Context: an optimization exercise on an open-source flow, tuned for small area and a short achievable clock period. The choices shown serve that exercise and are no tape-out recipe. Only simulation tests tie the RTL to the original design; equivalence was not proved. The clock port is modelled as an ideal driver; clocking choices that lean on that would not hold on a real chip. Power and IR drop assume default switching activity.

==> flow/design.v (outline; a module is shown in full before it is edited, if it fits) <==
// module fa_m: 4 lines
// module ha_m: 4 lines
// module vedic_multiplier_32x32_pipelined: 4209 lines
module vedic_multiplier_32x32_pipelined(
    input clk,
    input [31:0] a, b,
    output reg [63:0] result_32x32
);
  // ...
==> flow/flow/run.sh <==
#!/bin/bash
# Own layout flow: the standard ORFS flow (standard.sh, unchanged synthesis),
# with the I/O port buffers made of sky130_fd_sc_hd__buf_2 cells instead of the
# delay-cell buffer that buffer_ports picks by default.
# make's full output goes to standard_flow.log here; ORFS keeps each step's log
# under orfs/logs/.
set -euo pipefail
bash standard.sh "BUFFER_PORTS_ARGS=-buffer_cell sky130_fd_sc_hd__buf_2" finish > standard_flow.log 2>&1
==> flow/standard.sh <==
#!/bin/bash
# synth_recipe.tcl (not shown) runs the flow's synth.tcl, then flattens the netlist and writes it again
# the make line also repeats each setting of config.mk as NAME=value (left out here)
make -C /OpenROAD-flow-scripts/flow DESIGN_CONFIG=/design/flow/config.mk WORK_HOME=/design/flow/orfs CLKGATE_MAP_FILE= SYNTH_SCRIPT=/design/flow/synth_recipe.tcl "${@:-finish}"
==> flow/config.mk <==
export PLATFORM = sky130hd
export DESIGN_NAME = vedic_multiplier_32x32_pipelined
export DESIGN_NICKNAME = vedic_multiplier_32x32_pipelined
export VERILOG_FILES = /design/flow/design.v
export SDC_FILE = /design/flow/constraint.sdc
export NUM_CORES = 4
export LEC_CHECK = 0
export ABC_AREA = 1
export CAP_MARGIN = 50
export CORE_MARGIN = 2
export CORE_UTILIZATION = 55
export CTS_CLUSTER_DIAMETER = 120
export CTS_CLUSTER_SIZE = 26
export SLEW_MARGIN = 70
export SYNTH_HIERARCHICAL = 1
export SYNTH_MINIMUM_KEEP_SIZE = 0
==> flow/constraint.sdc <==
create_clock -name core_clock -period 11.5 [get_ports {clk}]
set_input_delay 2.3000 -clock core_clock [delete_from_list [all_inputs] [get_ports {clk}]]
set_output_delay 2.3000 -clock core_clock [all_outputs]
set_load 0.01 [all_outputs]
==> metrics.log, run 1 <==
[metrics] proportion of cell area occupied by multi-input gates: 59.5%
[metrics] wire length per cell: 25.2 um
[metrics] clk latency of the worst-skew pair: approximately 600 ps
[metrics] Placer Congestion: 0.889
[metrics] count of buffers from port buffering: 128
[metrics] initial DRC count: 2131
[metrics] pin count of the biggest net entering global routing: 36
[metrics] met1 Usage GRT: 44.4%
[metrics] leading area contributor after synthesis: dfxtp_1
[metrics] Min Hold Slack: around 320 ps
[metrics] RSZ-0062 raised after global routing: no
[metrics] dominant combinational cell family by area after synthesis: adder cells
[metrics] ys async rst share: 0%
[metrics] count of flip-flops and latches: ~520
[metrics] sequential power: 3.10 mW
[metrics] H-tree level count: 1
[metrics] die area: 0.0621 sq mm
[metrics] nets: 3616
[metrics] status: finished clean
[metrics] path type of the worst min-delay path: flop to flop
[metrics] die span in y: 249 um
[metrics] worst hold path depth: 0
[metrics] global-route met3 utilization: between 6 and 7%
[metrics] number of endpoints with negative hold slack in the final report: 0
[metrics] sequential cell area fraction in the yosys report: 31.4%
[metrics] share of synthesized cell area in full adder, half adder and majority cells: 33.7%
[metrics] destination of the worst register-to-register timing path: r3[32]
[metrics] highest achievable clock rate: around 0.3 GHz
[metrics] reg2reg setup slack: between 8000 and 9000 ps
[metrics] Post-synth EDFFs: 0
[metrics] share of the cycle needed by the critical path after routing: 29.1%
[metrics] horizontal die dimension: 249 um
[metrics] number of standard cells after synthesis: roughly 3000
[metrics] fraction of layout cells with a size suffix above 1: 10.5%
[metrics] area fraction of the dominant cell type after synthesis: a little under a third
[metrics] area of the multi-input gates: 0.0210 sq mm
[metrics] iteration count of the initial detailed-routing pass: 6
[metrics] most used cells in the layout excluding fill and tap cells: xor2_1, dfxtp_1, o22ai_1
[metrics] number of flip-flops under the largest register name: 214
[metrics] cell internal power dissipation: 6.18 mW
[metrics] logic depth of the worst setup path including buffers: 1
[metrics] Post-CTS Setup Bufs: 0
[metrics] transition time of the tightest slew-check pin: about 460 ps
==> run 2, diff against run 1 <==
--- a/flow/config.mk
+++ b/flow/config.mk
@@ -8,7 +8,7 @@
 export ABC_AREA = 1
 export CAP_MARGIN = 50
 export CORE_MARGIN = 2
-export CORE_UTILIZATION = 55
+export CORE_UTILIZATION = 65
 export CTS_CLUSTER_DIAMETER = 120
 export CTS_CLUSTER_SIZE = 26
 export SLEW_MARGIN = 70
==> run 2 against run 1 <==
Net effect: die area is 15% lower; worst setup slack lost 50 ps; cell area fell by 0.69%; sequential cell count stayed put; wire length down 2.5%; sequential share of layout area up 0.21 points; synthesized area unchanged; clock power fell by 6.9%; highest routed layer unchanged.
==> metrics.log, run 2 <==
[metrics] clock period minus final worst setup slack: between 3000 and 4000 ps
[metrics] final count of pins violating max slew: 0
[metrics] number of endpoints with negative hold slack in the final report: 0 (unchanged)
[metrics] leading area contributor after synthesis: dfxtp_1
[metrics] number of design rule violations left after detail routing: 0
[metrics] Std-Cell Core Area: 0.0502 sq mm
[metrics] ys async rst share: 0% (unchanged)
[metrics] die area: 0.0527 sq mm (-15%)
[metrics] global route overflow: 0
[metrics] Global Route Usage Sum: 35.1%
[metrics] warning count from the yosys run: 7
[metrics] largest fanout of any net on the critical path: 1
[metrics] RSZ-0062 raised after global routing: no
[metrics] nets: 3615 (-0.028%)
[metrics] buffers from clock root to sink, at most: 3
[metrics] most common cell in the netlist: xor2_1
[metrics] sequential cell area fraction in the yosys report: 31.4% (unchanged)
[metrics] Initial Utilization: roughly two thirds
[metrics] startpoint type of the worst setup path: flop
[metrics] H-tree level count: 1 (unchanged)
[metrics] area of the multi-input gates: 0.0210 sq mm (about the same)
[metrics] flip-flop cell with the highest count after synthesis: dfxtp_1
[metrics] initial antenna violation count: 4
[metrics] share of the cycle needed by the critical path after routing: 29.5% (+0.44 points)
[metrics] largest registers in the final layout: r2 (214), r3 (96)
[metrics] highest achievable clock rate: 0.295 GHz (-1.5%)
[metrics] aggregate routed wire length: about 91 mm
[metrics] Max stage delay cell, worst path: dfxtp_1
[metrics] row count: 82
[metrics] cell at the root of the clock tree: clkbuf_16
[metrics] longest individual stage delay on the worst path: 340 ps
[metrics] Post-synth EDFFs: 0 (unchanged)
[metrics] buffering stage count on the worst path with inverters included: 1
[metrics] Post-CTS Setup Bufs: 0 (unchanged)
[metrics] clk sinks: 519
[metrics] critical path cell sequence: buf_2
[metrics] via/cell ratio: 6.36
[metrics] filler cell count in the final layout: 3659
[metrics] via count of the first global-routing pass: 24471
[metrics] kind of capture point of the worst setup path: output port
[metrics] biggest area contributors in the synthesized netlist: dfxtp_1, fa_1, xor2_1, o22ai_1, ha_1
[metrics] clock tree from TritonCTS: built
[metrics] hold buffer count at CTS: 0
[metrics] post-synthesis sequential element count: 519
[metrics] worst setup skew after layout: 35.3 ps
[metrics] Placer Congestion: 0.897 (+0.93%)
[metrics] most flop-heavy register: r2
[metrics] pin count of the biggest net entering global routing: 36 (unchanged)
[metrics] Min Hold Slack: 321 ps (+0.627 ps)
[metrics] path type of the worst min-delay path: flop to flop
[metrics] register area: 0.0104 sq mm
[metrics] delay-heaviest family, CP: flip-flops
[metrics] cells resized by post-CTS repair: 0
[metrics] power density over the cells: 322 mW/mm^2
[metrics] most numerous cell types in the synthesized netlist: xor2_1, dfxtp_1, o22ai_1, fa_1, clkbuf_1
[metrics] data required time at the worst endpoint: around 9000 ps
[metrics] net count of the mapped netlist: ~3700
[metrics] area fraction of the dominant cell type after synthesis: 31.4% (unchanged)
[metrics] count of buffers from port buffering: 128 (unchanged)
[metrics] number of flip-flops under the largest register name: 214 (unchanged)
[metrics] initial DRC count: 2549 (+20%)
[metrics] transition time of the tightest slew-check pin: 471 ps (+9.15 ps)
[metrics] reported max-cap violation count: 0
[metrics] category of the most critical setup path: flop to output port
[metrics] leakage power summed over all cells: approximately 15 nW
[metrics] final-report setup violation count: 0
[metrics] critical path data arrival time: ~1100 ps
[metrics] Avg Cell Area, Syn: 11.0 sq um
[metrics] detailed-placement wirelength estimate: between 60 and 70 mm
[metrics] antenna viol nets, final: 0
[metrics] post-synthesis cell area: 0.0330 sq mm
[metrics] Post-DP Area: 0.0343 sq mm
[metrics] global-route wire length before repair: 142 mm
[metrics] worst max-slew margin expressed relative to the limit: 68.6%
[metrics] final total negative setup slack: 0 ps
[metrics] most used cells in the layout excluding fill and tap cells: xor2_1, dfxtp_1, o22ai_1
[metrics] Via Count: 23021
[metrics] iteration count of the initial detailed-routing pass: 8 (+2)
[metrics] number of standard cells after synthesis: 2991 (unchanged)
[metrics] number of primary I/O pins: 129
[metrics] die span in y: 229 um (-7.9%)
[metrics] Clk pin slew, worst setup/hold paths: between 100 and 150 ps
[metrics] wire length per cell: 25.3 um (+0.30%)
[metrics] fraction of layout cells with a size suffix above 1: 10.4% (-0.084 points)
[metrics] Area growth, synth to finish: 6.01%
[metrics] number of CTS-inserted buffers: 23
[metrics] worst-case vdd ir drop: around 0.29 mV
[metrics] horizontal die dimension: 229 um (-7.9%)
[metrics] synth unique cells: 37
[metrics] clk latency of the worst-skew pair: 610 ps (about the same)
[metrics] total non-filler cell area in the finished layout: 0.0350 sq mm
[metrics] status: finished clean
[metrics] most common library cell in the layout ignoring fill and taps: xor2_1
run 2: cell counts after synthesis:
Identical to the previous run, type by type.
run 2: report_power, final:
group	leakage, nW	total (mW)	switching (mW)	internal, mW
Sequential	4.38	3.11	0.317	2.80
Clock	0.292	0.916	0.552	0.364
Combinational	10.4	7.24	4.23	3.00
run 2: logic make-up after synthesis:
family	share of synthesized area, %
buffers and inverters	5.07
AOI/OAI and AO/OA	10.6
and+or+nand+nor	4.17
xor gates and xnor gates	15.0
adders and majority gates	33.7
DFF	31.4
run 2: final timing paths:
check	from	to	slack, ps	depth (start not counted)
setup / recovery	result_32x32[60]	result_32x32[60]	8100	1
hold / removal	p3[60]	result_32x32[60]	320	0
setup reg to reg	r2[74]	r3[32]	8180	10
hold reg to reg	p3[60]	result_32x32[60]	320	0
run 2: layout make-up:
cell class	instances	area share (%)
antenna	2	0.0143
clock buffer	26	1.68
clock inverter	1	0.0250
inverter	134	1.44
multi-input combinational	2046	59.9
sequential	519	29.8
tap	672	2.40
timing repair buffer	217	4.79
run 2: worst register-to-register path, cell delays in order (launching register included):
cell and delay, ps:
dfxtp_1 330, fa_1 440, fa_1 550, fa_1 430, ha_1 370, a21oi_1 200
o21bai_1 100, a21oi_1 130, o2111ai_1 160, ha_1 210, or2_2 290
run 2: stage by stage:
stage / instances / setup slack, ps / power (mW) / utilization (%)
after floorplan: 2991 / 8420 / 8.13 / -
after global placement: 3579 / 8120 / 9.93 / 67.7
after detailed placement: 3585 / 8160 / 10.3 / 68.4
after CTS: 3612 / 8100 / 11.3 / 69.6
after global routing: 3616 / 8030 / 12.3 / 69.8
final: 3617 / 8100 / 11.3 / 69.8
run 2: modules after synthesis (local to each module, per instance):
module	flops+latches	cells	times used	area, sq um
vedic_multiplier_32x32_pipelined	519	2418	1	22400
fa_m	0	1	469	20.0
ha_m	0	1	104	12.5
run 2: metal layers:
| metal | up-vias | share of wire, % | global-route usage, % | wire length [um] |
|---|---|---|---|---|
| met5 | - | 0.023 | 0 | 21 |
| met4 | 4 | 3.0 | 10.8 | 2780 |
| met3 | 287 | 12 | 9.86 | 11300 |
| met2 | 1605 | 44 | 53.3 | 40400 |
| met1 | 11337 | 40 | 49.2 | 36800 |
| li1 | 9788 | - | - | - |
==> run 3, diff against run 2 <==
--- a/flow/config.mk
+++ b/flow/config.mk
@@ -6,11 +6,11 @@
 export NUM_CORES = 4
 export LEC_CHECK = 0
 export ABC_AREA = 1
-export CAP_MARGIN = 50
+export CAP_MARGIN = 60
 export CORE_MARGIN = 2
-export CORE_UTILIZATION = 65
+export CORE_UTILIZATION = 55
 export CTS_CLUSTER_DIAMETER = 120
 export CTS_CLUSTER_SIZE = 26
-export SLEW_MARGIN = 70
+export SLEW_MARGIN = 85
 export SYNTH_HIERARCHICAL = 1
 export SYNTH_MINIMUM_KEEP_SIZE = 0
==> run 3 against run 2 <==
Net effect: total power increased by 4.5%; worst setup slack improved by 33 ps; cell area increased by 19%; sequential share of layout area decreased by 4.8 points; register-to-register slack about the same; highest routed layer unchanged.
==> metrics.log, run 3 <==
[metrics] status: finished clean
[metrics] worst max-slew margin expressed relative to the limit: 83.4% (+15 points)
[metrics] iteration count of the initial detailed-routing pass: 7 (-1)
[metrics] RSZ-0062 raised after global routing: no
[metrics] Initial Utilization: 55.8% (-10 points)
[metrics] initial antenna violation count: 4 (unchanged)
[metrics] clock period minus final worst setup slack: 3360 ps (-33.2 ps)
[metrics] antenna viol nets, final: 0 (unchanged)
[metrics] detailed-placement wirelength estimate: 74.1 mm (+20%)
[metrics] Post-DP Area: 0.0383 sq mm (+12%)
[metrics] most common cell in the netlist: xor2_1
[metrics] transition time of the tightest slew-check pin: 250 ps (-221 ps)
[metrics] Clk pin slew, worst setup/hold paths: 100 ps (about the same)
[metrics] global-route wire length before repair: 149 mm (+5.0%)
[metrics] nets: 3764 (+4.1%)
[metrics] reported max-cap violation count: 0 (unchanged)
[metrics] clk latency of the worst-skew pair: 600 ps (about the same)
[metrics] largest registers in the final layout: r2 (214), r3 (96)
[metrics] number of flip-flops under the largest register name: 214 (unchanged)
[metrics] fraction of layout cells with a size suffix above 1: 32.1% (+22 points)
[metrics] longest individual stage delay on the worst path: 340 ps (about the same)
[metrics] path type of the worst min-delay path: flop to flop
[metrics] final total negative setup slack: 0 ps (unchanged)
[metrics] setup ws final: 8140 ps (+33.2 ps)
[metrics] most numerous cell types in the synthesized netlist: xor2_1, dfxtp_1, o22ai_1, fa_1, clkbuf_1
[metrics] worst setup skew after layout: 36.9 ps (+1.64 ps)
[metrics] leading area contributor after synthesis: dfxtp_1
[metrics] total non-filler cell area in the finished layout: 0.0418 sq mm (+19%)
[metrics] count of buffers from port buffering: 128 (unchanged)
[metrics] Area growth, synth to finish: 26.6%
[metrics] post-synthesis sequential element count: 519 (unchanged)
[metrics] area fraction of the dominant cell type after synthesis: 31.4% (unchanged)
[metrics] final-report setup violation count: 0 (unchanged)
[metrics] warning count from the yosys run: 7 (unchanged)
[metrics] Min Hold Slack: 324 ps (+2.98 ps)
[metrics] placement-stage worst setup slack: 8150 ps (-12.0 ps)
[metrics] category of the most critical setup path: flop to output port
[metrics] net count of the mapped netlist: 3665 (unchanged)
[metrics] startpoint type of the worst setup path: flop
[metrics] hold buffer count at CTS: 0 (unchanged)
[metrics] most flop-heavy register: r2
[metrics] Seq pwr share: 26.3% (-1.3 points)
[metrics] cells resized by post-CTS repair: 0 (unchanged)
[metrics] delay-heaviest family, CP: flip-flops
[metrics] Clock power frac: 8.2% (about the same)
[metrics] critical path cell sequence: buf_2
[metrics] number of primary I/O pins: 129 (unchanged)
[metrics] wire length per cell: 25.3 um (about the same)
[metrics] cell internal power dissipation: 6.47 mW (+4.9%)
[metrics] power density over the cells: 281 mW/mm^2 (-12%)
[metrics] clock tree from TritonCTS: built
[metrics] Post-CTS Setup Bufs: 0 (unchanged)
[metrics] biggest area contributors in the synthesized netlist: dfxtp_1, fa_1, xor2_1, o22ai_1, ha_1
[metrics] flip-flop cell with the highest count after synthesis: dfxtp_1
[metrics] sw power: 5.31 mW (+4.0%)
[metrics] number of CTS-inserted buffers: 24 (+4.3%)
[metrics] initial DRC count: 2150 (-16%)
[metrics] highest achievable clock rate: 0.297 GHz (+0.99%)
[metrics] H-tree level count: 1 (unchanged)
[metrics] Placer Congestion: 0.889 (-0.93%)
[metrics] share of the cycle needed by the critical path after routing: 29.2% (-0.29 points)
[metrics] fin util: 70.6% (+0.78 points)
[metrics] sequential cell area fraction in the yosys report: 31.4% (unchanged)
[metrics] row count: 89 (+8.5%)
[metrics] kind of capture point of the worst setup path: output port
[metrics] buffering stage count on the worst path with inverters included: 1 (unchanged)
[metrics] worst-case vdd ir drop: 0.282 mV (-3.5%)
[metrics] aggregate routed wire length: 97.8 mm (+7.1%)
[metrics] Std-Cell Core Area: 0.0592 sq mm (+18%)
[metrics] post-synthesis cell area: 0.0330 sq mm (unchanged)
[metrics] die area: 0.0621 sq mm (+18%)
[metrics] share of total power consumed by net switching: 45.1% (-0.23 points)
[metrics] global route overflow: 0 (unchanged)
[metrics] Gate power share: 65.5% (+1.3 points)
[metrics] Post-synth EDFFs: 0 (unchanged)
[metrics] horizontal die dimension: 249 um (+8.6%)
[metrics] data required time at the worst endpoint: 9200 ps (about the same)
[metrics] critical path data arrival time: 1060 ps (-40 ps)
[metrics] most used cells in the layout excluding fill and tap cells: dfxtp_1, fa_1, xor2_1
[metrics] via/cell ratio: 6.05 (-4.9%)
[metrics] buffers from clock root to sink, at most: 3 (unchanged)
[metrics] most common library cell in the layout ignoring fill and taps: dfxtp_1
[metrics] ys async rst share: 0% (unchanged)
[metrics] clk sinks: 519 (unchanged)
[metrics] leakage power summed over all cells: 17.3 nW (+15%)
[metrics] largest fanout of any net on the critical path: 1 (unchanged)
[metrics] final count of pins violating max slew: 0 (unchanged)
[metrics] Avg Cell Area, Syn: 11.0 sq um (unchanged)
[metrics] number of standard cells after synthesis: 2991 (unchanged)
[metrics] via count of the first global-routing pass: 24574 (+0.42%)
[metrics] Via Count: 23419 (+1.7%)
[metrics] pin count of the biggest net entering global routing: 28 (-22%)
[metrics] number of endpoints with negative hold slack in the final report: 0 (unchanged)
[metrics] Global Route Usage Sum: 31.1% (-3.9 points)
[metrics] cell at the root of the clock tree: clkbuf_16
[metrics] Max stage delay cell, worst path: dfxtp_1
[metrics] die span in y: 249 um (+8.6%)
[metrics] number of design rule violations left after detail routing: 0 (unchanged)
[metrics] synth unique cells: 37 (unchanged)
run 3: changes by cell type in the layout (fill, tap and decap cells not counted), moves of 13 or more:
cell	before	now
fa_2	0	15
xor2_4	0	13
fa_1	469	454
xor2_2	0	230
xor2_1	535	292
buf_16	6	37
buf_8	8	172
o22ai_1	496	252
buf_6	42	7
o22ai_2	0	233
buf_4	29	14
run 3: logic make-up after synthesis:
kind of cell | Yosys count | share of synthesized area (%)
flip-flops | 519 | 31.4
XOR/XNOR | 567 | 15.0
AND/OR/NAND/NOR | 308 | 4.17
buffers and inverters | 426 | 5.07
AO/OA/AOI/OAI | 562 | 10.6
adder cells (fa/ha/maj) | 609 | 33.7
run 3: path summary, 6_finish.rpt:
check	cells past startpoint	start	slack, ps	end
setup reg to reg	10	neg5	8190	r2[144]
hold reg to reg	0	p3[9]	320	result_32x32[9]
setup / recovery	1	result_32x32[57]	8140	result_32x32[57]
hold / removal	0	p3[9]	320	result_32x32[9]
run 3: through the flow:
stage                     power (mW)  instances
after floorplan                 8.13       2991
after global placement          10.0       3681
after detailed placement        10.5       3825
after CTS                       11.6       3857
after global routing            13.0       3869
final                           11.8       3870
run 3: power by group through the flow:
stage               combinational (mW)  sequential (mW)  clock (mW)
finish                            7.71             3.10       0.964
global route                      8.74             3.19        1.06
CTS                               7.49             3.12       0.999
detailed placement                7.40             3.15           0
global placement                  6.89             3.13           0
floorplan                         5.02             3.12           0
run 3: modules after synthesis, one instance, submodules excluded:
module	cells	flops+latches	copies in the design	area [sq um]
vedic_multiplier_32x32_pipelined	2418	519	1	22400
fa_m	1	0	469	20.0
ha_m	1	0	104	12.5
run 3: area by class of cell:
| type | instances | area, sq um |
|---|---|---|
| antenna | 1 | 2.50 |
| sequential | 519 | 10400 |
| clock inverter | 4 | 32.5 |
| inverter | 134 | 503 |
| multi-input combinational | 2046 | 24800 |
| fill | 4083 | 17400 |
| tap | 773 | 967 |
| clock buffer | 28 | 637 |
| timing repair buffer | 365 | 4480 |
run 3: routing by layer:
| metal | global-route usage [%] | share of wire [%] | vias up |
|---|---|---|---|
| li1 | - | - | 9876 |
| met2 | 46.5 | 44 | 1350 |
| met5 | 0 | 0.039 | - |
| met3 | 6.98 | 10 | 220 |
| met1 | 46.0 | 42 | 11967 |
| met4 | 8.06 | 2.9 | 6 |
==> run 4, diff against run 3 <==
--- a/flow/config.mk
+++ b/flow/config.mk
@@ -6,11 +6,11 @@
 export NUM_CORES = 4
 export LEC_CHECK = 0
 export ABC_AREA = 1
-export CAP_MARGIN = 60
+export CAP_MARGIN = 30
 export CORE_MARGIN = 2
 export CORE_UTILIZATION = 55
 export CTS_CLUSTER_DIAMETER = 120
 export CTS_CLUSTER_SIZE = 26
-export SLEW_MARGIN = 85
+export SLEW_MARGIN = 50
 export SYNTH_HIERARCHICAL = 1
 export SYNTH_MINIMUM_KEEP_SIZE = 0
==> run 4 against run 3 <==
Net effect: still clean on timing, DRC and antenna; first-iteration DRC count shrank 5.3%; combinational power decreased by 8.0%; sequential share of layout area is 4.9 points higher; sequential cell count did not move.
==> metrics.log, run 4 <==
[metrics] final std cells w/o fill: 3713 (-4.1%)
[metrics] global-route wire length before repair: 144 mm (-3.3%)
[metrics] Clk pin slew, worst setup/hold paths: 100 ps (about the same)
[metrics] nets: 3609 (-4.1%)
[metrics] critical path cell sequence: buf_2
[metrics] clock period minus final worst setup slack: 3360 ps (+0.110 ps)
[metrics] detailed-placement wirelength estimate: 63.5 mm (-14%)
[metrics] critical path data arrival time: 1060 ps (about the same)
[metrics] total non-filler cell area in the finished layout: 0.0348 sq mm (-17%)
[metrics] largest registers in the final layout: r2 (214), r3 (96)
[metrics] pin count of the biggest net entering global routing: 36 (+29%)
[metrics] category of the most critical setup path: flop to output port
[metrics] RSZ-0062 raised after global routing: no
[metrics] worst max-slew margin expressed relative to the limit: 49.3% (-34 points)
[metrics] startpoint type of the worst setup path: flop
[metrics] leakage power summed over all cells: 15.0 nW (-14%)
[metrics] count of buffers from port buffering: 128 (unchanged)
[metrics] number of design rule violations left after detail routing: 0 (unchanged)
[metrics] buffering stage count on the worst path with inverters included: 1 (unchanged)
[metrics] initial DRC count: 2035 (-5.3%)
[metrics] cells resized by post-CTS repair: 0 (unchanged)
[metrics] Max stage delay cell, worst path: dfxtp_1
[metrics] sequential cell area fraction in the yosys report: 31.4% (unchanged)
[metrics] share of the cycle needed by the critical path after routing: 29.2% (about the same)
[metrics] status: finished clean
[metrics] aggregate routed wire length: 93.7 mm (-4.2%)
[metrics] number of CTS-inserted buffers: 24 (unchanged)
[metrics] initial antenna violation count: 3 (-1)
[metrics] data required time at the worst endpoint: 9200 ps (about the same)
[metrics] buffers from clock root to sink, at most: 3 (unchanged)
[metrics] biggest area contributors in the synthesized netlist: dfxtp_1, fa_1, xor2_1, o22ai_1, ha_1
[metrics] Avg Cell Area, Syn: 11.0 sq um (unchanged)
[metrics] Area growth, synth to finish: 5.40%
[metrics] path type of the worst min-delay path: flop to flop
[metrics] highest achievable clock rate: 0.297 GHz (about the same)
[metrics] final total negative setup slack: 0 ps (unchanged)
[metrics] Post-CTS Setup Bufs: 0 (unchanged)
[metrics] horizontal die dimension: 249 um (unchanged)
[metrics] row count: 89 (unchanged)
[metrics] number of primary I/O pins: 129 (unchanged)
[metrics] most common library cell in the layout ignoring fill and taps: xor2_1
[metrics] Via Count: 22432 (-4.2%)
[metrics] total power draw: 11.2 mW (-5.1%)
[metrics] largest fanout of any net on the critical path: 1 (unchanged)
[metrics] wire length per cell: 25.2 um (-0.12%)
[metrics] via/cell ratio: 6.04 (-0.16%)
[metrics] Initial Utilization: 55.8% (unchanged)
[metrics] H-tree level count: 1 (unchanged)
[metrics] hold buffer count at CTS: 0 (unchanged)
[metrics] number of endpoints with negative hold slack in the final report: 0 (unchanged)
[metrics] reg2reg setup slack: 8180 ps (about the same)
[metrics] number of flip-flops under the largest register name: 214 (unchanged)
[metrics] cell at the root of the clock tree: clkbuf_16
[metrics] final count of pins violating max slew: 0 (unchanged)
[metrics] Post-DP Area: 0.0341 sq mm (-11%)
[metrics] clk sinks: 519 (unchanged)
[metrics] transition time of the tightest slew-check pin: 760 ps (+511 ps)
[metrics] placement-stage worst setup slack: 8190 ps (+32.9 ps)
[metrics] fraction of layout cells with a size suffix above 1: 10.2% (-22 points)
[metrics] most numerous cell types in the synthesized netlist: xor2_1, dfxtp_1, o22ai_1, fa_1, clkbuf_1
[metrics] worst setup skew after layout: 33.3 ps (-3.64 ps)
[metrics] warning count from the yosys run: 7 (unchanged)
[metrics] Seq pwr share: 27.8% (+1.5 points)
[metrics] share of total power consumed by net switching: 45.0% (about the same)
[metrics] most flop-heavy register: r2
[metrics] delay-heaviest family, CP: flip-flops
[metrics] iteration count of the initial detailed-routing pass: 7 (unchanged)
[metrics] Min Hold Slack: 319 ps (-5.28 ps)
[metrics] final-report setup violation count: 0 (unchanged)
[metrics] die span in y: 249 um (unchanged)
[metrics] Placer Congestion: 0.889 (unchanged)
[metrics] fin util: 58.8% (-12 points)
[metrics] synth unique cells: 37 (unchanged)
[metrics] Global Route Usage Sum: 30.3% (-0.89 points)
[metrics] ys async rst share: 0% (unchanged)
[metrics] antenna viol nets, final: 0 (unchanged)
[metrics] clk latency of the worst-skew pair: 590 ps (about the same)
[metrics] longest individual stage delay on the worst path: 340 ps (about the same)
[metrics] Post-synth EDFFs: 0 (unchanged)
[metrics] via count of the first global-routing pass: 23809 (-3.1%)
[metrics] global route overflow: 0 (unchanged)
[metrics] Std-Cell Core Area: 0.0592 sq mm (unchanged)
[metrics] Clock power frac: 8.7% (+0.5 points)
[metrics] most used cells in the layout excluding fill and tap cells: xor2_1, dfxtp_1, o22ai_1
[metrics] area fraction of the dominant cell type after synthesis: 31.4% (unchanged)
[metrics] number of standard cells after synthesis: 2991 (unchanged)
[metrics] net count of the mapped netlist: 3665 (unchanged)
[metrics] most common cell in the netlist: xor2_1
[metrics] power density over the cells: 321 mW/mm^2 (+14%)
[metrics] die area: 0.0621 sq mm (unchanged)
[metrics] sw power: 5.03 mW (-5.2%)
[metrics] post-synthesis cell area: 0.0330 sq mm (unchanged)
[metrics] clock tree from TritonCTS: built
[metrics] leading area contributor after synthesis: dfxtp_1
[metrics] worst-case vdd ir drop: 0.264 mV (-6.4%)
[metrics] post-synthesis sequential element count: 519 (unchanged)
[metrics] reported max-cap violation count: 0 (unchanged)
[metrics] Gate power share: 63.5% (-2.0 points)
[metrics] kind of capture point of the worst setup path: output port
[metrics] flip-flop cell with the highest count after synthesis: dfxtp_1
[metrics] cell internal power dissipation: 6.14 mW (-5.1%)
[metrics] cell count after placement: 3681 (-3.8%)
[metrics] setup ws final: 8140 ps (-0.110 ps)
==> run 4: cell count changes in the layout (fill, tap and decap cells not counted), moves of 12 or more <==
cell and delta:
o22ai_1 +244, buf_16 -37, xor2_2 -230, xor2_4 -13, fa_2 -15, dfxtp_4 -12
buf_4 +64, buf_8 -172, xor2_1 +243, o22ai_2 -233, fa_1 +15
==> run 4: layout make-up <==
class	instances	area, sq um
clock buffer	25	626
antenna	1	2.50
sequential	519	10400
inverter	134	503
clock inverter	5	60.1
timing repair buffer	210	1280
tap	773	967
fill	4946	24400
multi-input combinational	2046	21000
==> run 4: power by group through the flow <==
stage | clock network (mW) | registers [mW] | logic (mW)
2_1_floorplan | 0 | 3.12 | 5.02
3_5_place_dp | 0 | 3.14 | 7.09
5_1_grt | 1.07 | 3.18 | 8.08
4_1_cts | 1.01 | 3.11 | 7.14
3_3_place_gp | 0 | 3.13 | 6.89
6_report | 0.975 | 3.10 | 7.09
==> run 4: kinds of logic after synthesis <==
kind of cell,Yosys count,synth area share (%)
AOI/OAI and AO/OA,562,10.6
buffers and inverters,426,5.07
DFF,519,31.4
xor gates and xnor gates,567,15.0
adders and majority gates,609,33.7
and+or+nand+nor,308,4.17
==> run 4: layer usage <==
metal	share of wire, %	global-route usage (%)	vias to the layer above
li1	-	-	9772
met1	44	44.4	11326
met2	43	44.7	1146
met3	10	7.51	182
met4	2.6	8.21	6
met5	0.036	0	-
==> run 4: final timing paths <==
check                                      start          endpoint  cells past startpoint
worst max-delay path            result_32x32[57]  result_32x32[57]                      1
worst min-delay path                      p3[11]  result_32x32[11]                      0
worst min register to register            p3[11]  result_32x32[11]                      0
worst max register to register              two4            r2[43]                      7
==> run 4: modules after synthesis (local to each module, per instance) <==
module | cell area (sq um) | flops+latches
ha_m | 12.5 | 0
vedic_multiplier_32x32_pipelined | 22400 | 519
fa_m | 20.0 | 0
==> run 5, diff against run 4 <==
==> flow/flow/run.sh (replaced) <==
#!/bin/bash
# Own layout flow: the standard ORFS flow (standard.sh, unchanged synthesis)
# with two changes:
#  - the I/O port buffers are sky130_fd_sc_hd__buf_2 cells instead of the
#    delay-cell buffer that buffer_ports picks by default;
#  - after CTS, post_cts.tcl drops the clock tree's root buffer when it only
#    feeds the few first-level clock buffers (one stage less for every register).
# make's full output goes to standard_flow.log here; ORFS keeps each step's log
# under orfs/logs/.
set -euo pipefail
here=$(pwd)
bash standard.sh "BUFFER_PORTS_ARGS=-buffer_cell sky130_fd_sc_hd__buf_2" \
  "POST_CTS_TCL=$here/flow/post_cts.tcl" finish > standard_flow.log 2>&1
==> flow/flow/post_cts.tcl (new file) <==
set block [ord::get_db_block]
set clknet [[$block findBTerm clk] getNet]
set loads {}
foreach it [$clknet getITerms] { lappend loads $it }
if {[llength $loads] == 1} {
  set root [[lindex $loads 0] getInst]
  set master [[$root getMaster] getName]
  set out [$root findITerm X]
  if {[string match "sky130_fd_sc_hd__clkbuf_*" $master] && $out ne "NULL"} {
    set onet [$out getNet]
    set sinks {}
    foreach it [$onet getITerms] {
      if {[$it getInst] ne $root} { lappend sinks $it }
    }
    set ok [expr {[llength $sinks] <= 4 && [llength [$onet getBTerms]] == 0}]
    foreach it $sinks {
      if {![string match "sky130_fd_sc_hd__clkbuf_*" [[[$it getInst] getMaster] getName]]} { set ok 0 }
    }
    if {$ok} {
      puts "post_cts: removing root clock buffer [$root getName] ($master), port clk now feeds [llength $sinks] buffers"
      foreach it $sinks { $it disconnect; $it connect $clknet }
      [lindex $loads 0] disconnect
      odb::dbInst_destroy $root
      odb::dbNet_destroy $onet
    } else {
      puts "post_cts: root clock buffer kept"
    }
  }
}
--- a/flow/config.mk
+++ b/flow/config.mk
@@ -6,11 +6,11 @@
 export NUM_CORES = 4
 export LEC_CHECK = 0
 export ABC_AREA = 1
-export CAP_MARGIN = 30
+export CAP_MARGIN = 50
 export CORE_MARGIN = 2
 export CORE_UTILIZATION = 55
 export CTS_CLUSTER_DIAMETER = 120
 export CTS_CLUSTER_SIZE = 26
-export SLEW_MARGIN = 50
+export SLEW_MARGIN = 70
 export SYNTH_HIERARCHICAL = 1
 export SYNTH_MINIMUM_KEEP_SIZE = 0
==> run 5 against run 4 <==
Net effect: non-clock buffer count grew 6; cell area up 1.1%; synthesized area stayed put; clock skew decreased by 12 ps; synthesized cell count did not move; worst setup slack gained 62 ps; clock power down 2%; largest cell class unchanged; largest power group unchanged.
==> metrics.log, run 5 <==
[metrics] total power draw: 11.2 mW (+0.25%)
[metrics] clk latency of the worst-skew pair: 450 ps (-140 ps)
[metrics] most common library cell in the layout ignoring fill and taps: xor2_1
[metrics] path type of the worst min-delay path: flop to flop
[metrics] share of the cycle needed by the critical path after routing: 28.7% (-0.54 points)
[metrics] met3 routed wirelength: 9.45 mm (-0.19%)
[metrics] aggregate routed wire length: 93.7 mm (about the same)
[metrics] register area: 0.0104 sq mm (+0.12%)
[metrics] Post-synth EDFFs: 0 (unchanged)
[metrics] global-route wire length before repair: 144 mm (-0.12%)
[metrics] most numerous cell types in the synthesized netlist: xor2_1, dfxtp_1, o22ai_1, fa_1, clkbuf_1
[metrics] pin count of the biggest net entering global routing: 36 (unchanged)
[metrics] die area: 0.0621 sq mm (unchanged)
[metrics] startpoint type of the worst setup path: flop
[metrics] largest fanout of any net on the critical path: 4 (+3)
[metrics] flip-flop cell with the highest count after synthesis: dfxtp_1
[metrics] largest registers in the final layout: r2 (214), r3 (96)
[metrics] clk sinks: 519 (unchanged)
[metrics] power density over the cells: 318 mW/mm^2 (-0.87%)
[metrics] wire length per cell: 25.2 um (-0.18%)
[metrics] detailed-placement wirelength estimate: 63.7 mm (+0.28%)
[metrics] uppermost layer routed: met5
[metrics] number of flip-flops under the largest register name: 214 (unchanged)
[metrics] nets: 3614 (+0.14%)
[metrics] die span in y: 249 um (unchanged)
[metrics] area fraction of the dominant cell type after synthesis: 31.4% (unchanged)
[metrics] warning count from the yosys run: 7 (unchanged)
[metrics] final count of pins violating max slew: 0 (unchanged)
[metrics] count of buffers from port buffering: 128 (unchanged)
[metrics] ys async rst share: 0% (unchanged)
[metrics] critical path data arrival time: 3630 ps (+2570 ps)
[metrics] leading area contributor after synthesis: dfxtp_1
[metrics] most common cell in the netlist: xor2_1
[metrics] Avg Cell Area, Syn: 11.0 sq um (unchanged)
[metrics] post-synthesis sequential element count: 519 (unchanged)
[metrics] fraction of layout cells with a size suffix above 1: 10.5% (+0.28 points)
[metrics] post-synthesis cell area: 0.0330 sq mm (unchanged)
[metrics] worst setup skew after layout: 21.2 ps (-12.1 ps)
[metrics] reported max-cap violation count: 0 (unchanged)
[metrics] clock period minus final worst setup slack: 3300 ps (-62.5 ps)
[metrics] category of the most critical setup path: flop to flop
[metrics] most used cells in the layout excluding fill and tap cells: xor2_1, dfxtp_1, o22ai_1
[metrics] initial antenna violation count: 5 (+2)
[metrics] iteration count of the initial detailed-routing pass: 8 (+1)
[metrics] Std-Cell Core Area: 0.0592 sq mm (unchanged)
[metrics] Placer Congestion: 0.889 (unchanged)
[metrics] routed metal-1 wire length: 41.3 mm (-0.81%)
[metrics] cell count after placement: 3683 (+0.054%)
[metrics] Global Route Usage Sum: 30.1% (-0.11 points)
[metrics] Clk pin slew, worst setup/hold paths: 110 ps (about the same)
[metrics] antenna viol nets, final: 0 (unchanged)
[metrics] global route overflow: 0 (unchanged)
[metrics] number of endpoints with negative hold slack in the final report: 0 (unchanged)
[metrics] data required time at the worst endpoint: 11830 ps (+2630 ps)
[metrics] transition time of the tightest slew-check pin: 478 ps (-283 ps)
[metrics] worst-case vdd ir drop: 0.299 mV (+13%)
[metrics] initial DRC count: 2057 (+1.1%)
[metrics] RSZ-0062 raised after global routing: no
[metrics] leakage power summed over all cells: 15.1 nW (+0.97%)
[metrics] filler cell count in the final layout: 4912 (-0.69%)
[metrics] status: finished clean
[metrics] via/cell ratio: 6.05 (+0.10%)
[metrics] worst max-slew margin expressed relative to the limit: 68.1% (+19 points)
[metrics] clock tree from TritonCTS: built
[metrics] sequential cell area fraction in the yosys report: 31.4% (unchanged)
[metrics] number of primary I/O pins: 129 (unchanged)
[metrics] net count of the mapped netlist: 3665 (unchanged)
[metrics] Area growth, synth to finish: 6.59%
[metrics] total non-filler cell area in the finished layout: 0.0352 sq mm (+1.1%)
[metrics] most flop-heavy register: r2
[metrics] horizontal die dimension: 249 um (unchanged)
[metrics] Post-DP Area: 0.0344 sq mm (+0.82%)
[metrics] number of design rule violations left after detail routing: 0 (unchanged)
[metrics] via count of the first global-routing pass: 23714 (-0.40%)
[metrics] area of the multi-input gates: 0.0210 sq mm (about the same)
[metrics] Initial Utilization: 55.8% (unchanged)
[metrics] synth unique cells: 37 (unchanged)
[metrics] number of standard cells after synthesis: 2991 (unchanged)
[metrics] Routed met2 length: 40.7 mm (+1.5%)
[metrics] Via Count: 22497 (+0.29%)
[metrics] final std cells w/o fill: 3720 (+0.19%)
[metrics] final total negative setup slack: 0 ps (unchanged)
[metrics] row count: 89 (unchanged)
[metrics] highest achievable clock rate: 0.303 GHz (+1.9%)
[metrics] biggest area contributors in the synthesized netlist: dfxtp_1, fa_1, xor2_1, o22ai_1, ha_1
[metrics] final-report setup violation count: 0 (unchanged)
[metrics] kind of capture point of the worst setup path: flop
[metrics] fin util: 59.4% (+0.66 points)
==> run 5: changes by cell type in the layout (fill, tap and decap cells not counted), moves of 4 or more <==
cell	previous run	this run
buf_8	0	8
buf_16	0	4
buf_6	3	49
clkbuf_1	0	4
buf_4	78	23
dfxtp_1	503	499
==> run 5: cells by family after synthesis <==
family / Yosys count / share of synthesized area (%)
adders and majority gates: 609 / 33.7
xor gates and xnor gates: 567 / 15.0
AOI/OAI and AO/OA: 562 / 10.6
DFF: 519 / 31.4
buffers and inverters: 426 / 5.07
and+or+nand+nor: 308 / 4.17
==> run 5: layout make-up <==
class / instances / share of cell area [%]
Antenna cell: 1 / 0.00711
Clock buffer: 28 / 1.75
Clock inverter: 3 / 0.156
Inverter: 134 / 1.43
Multi-Input combinational cell: 2046 / 59.6
Sequential cell: 519 / 29.6
Tap cell: 773 / 2.75
Timing Repair Buffer: 216 / 4.72
==> run 5: final timing paths <==
kind,cells after the start,end,start,slack (ps)
setup / recovery,10,r3[32],r2[74],8200
hold / removal,0,r3[0],r2[0],320
hold reg to reg,0,r3[0],r2[0],320
setup reg to reg,10,r3[32],r2[74],8200
==> run 5: per-module statistics from Yosys, one instance, submodules excluded <==
module / cells / flops+latches / copies in the design / cell area [sq um]
fa_m: 1 / 0 / 469 / 20.0
ha_m: 1 / 0 / 104 / 12.5
vedic_multiplier_32x32_pipelined: 2418 / 519 / 1 / 22400
==> run 5: critical path: stages, from the launching register on <==
cell       delay [ps]
dfxtp_1           330
fa_1              440
fa_1              540
fa_1              430
ha_1              360
a21oi_1           230
o21bai_1          120
a21oi_1           130
o2111ai_1         140
ha_1              190
or2_2             290
==> run 5: metal layers <==
metal  track usage, %  up-vias
li1                 -     9782
met1             44.2    11374
met2             45.3     1185
met3             6.95      148
met4             7.71        8
met5                0        -
==> run 5: through the flow <==
stage,hold slack (ps),setup WS (ps)
3_5_place_dp,312,8190
6_report,321,8200
5_1_grt,328,7940
3_3_place_gp,310,8250
2_1_floorplan,310,8420
==> run 5: power breakdown <==
| part | switching, mW | total (mW) | internal [mW] |
|---|---|---|---|
| registers | 0.308 | 3.10 | 2.79 |
| clock network | 0.552 | 0.959 | 0.407 |
| logic | 4.17 | 7.13 | 2.96 |
| total | 5.04 | 11.2 | 6.16 |

## static timing again, ports no longer ideal
In the flow no input, the clock included, has a driving cell. The finished layouts below were timed again as built, in two steps.
Step 1: set_driving_cell puts a clkbuf_16 on clk and a buf_2 on each other input, an assumption about the parent block.
Step 2 adds t to the input delays and takes it off the output delays; t is the mean of the earliest and latest rising clock arrival at the registers after step 1. Input paths then give back, and output paths get back, about the clock's delay inside the block.
Three values: ideal, step 1, step 2; two values: the first two.
| run | t, ns | setup slack, ns | slew at the worst register clock pin (ns) |
|---|---|---|---|
| run 1 | 0.649 | 8.155 / 8.090 / 8.197 | 0.11 / 0.11 |
| run 2 | 0.655 | 8.105 / 8.043 / 8.176 | 0.11 / 0.11 |
| run 3 | 0.645 | 8.138 / 8.076 / 8.188 | 0.11 / 0.11 |
| run 4 | 0.636 | 8.138 / 8.076 / 8.178 | 0.11 / 0.11 |
| run 5 | 0.526 | 8.200 / 8.200 / 8.200 | 0.11 / 0.11 |
After both steps setup and hold are still met in every run listed.
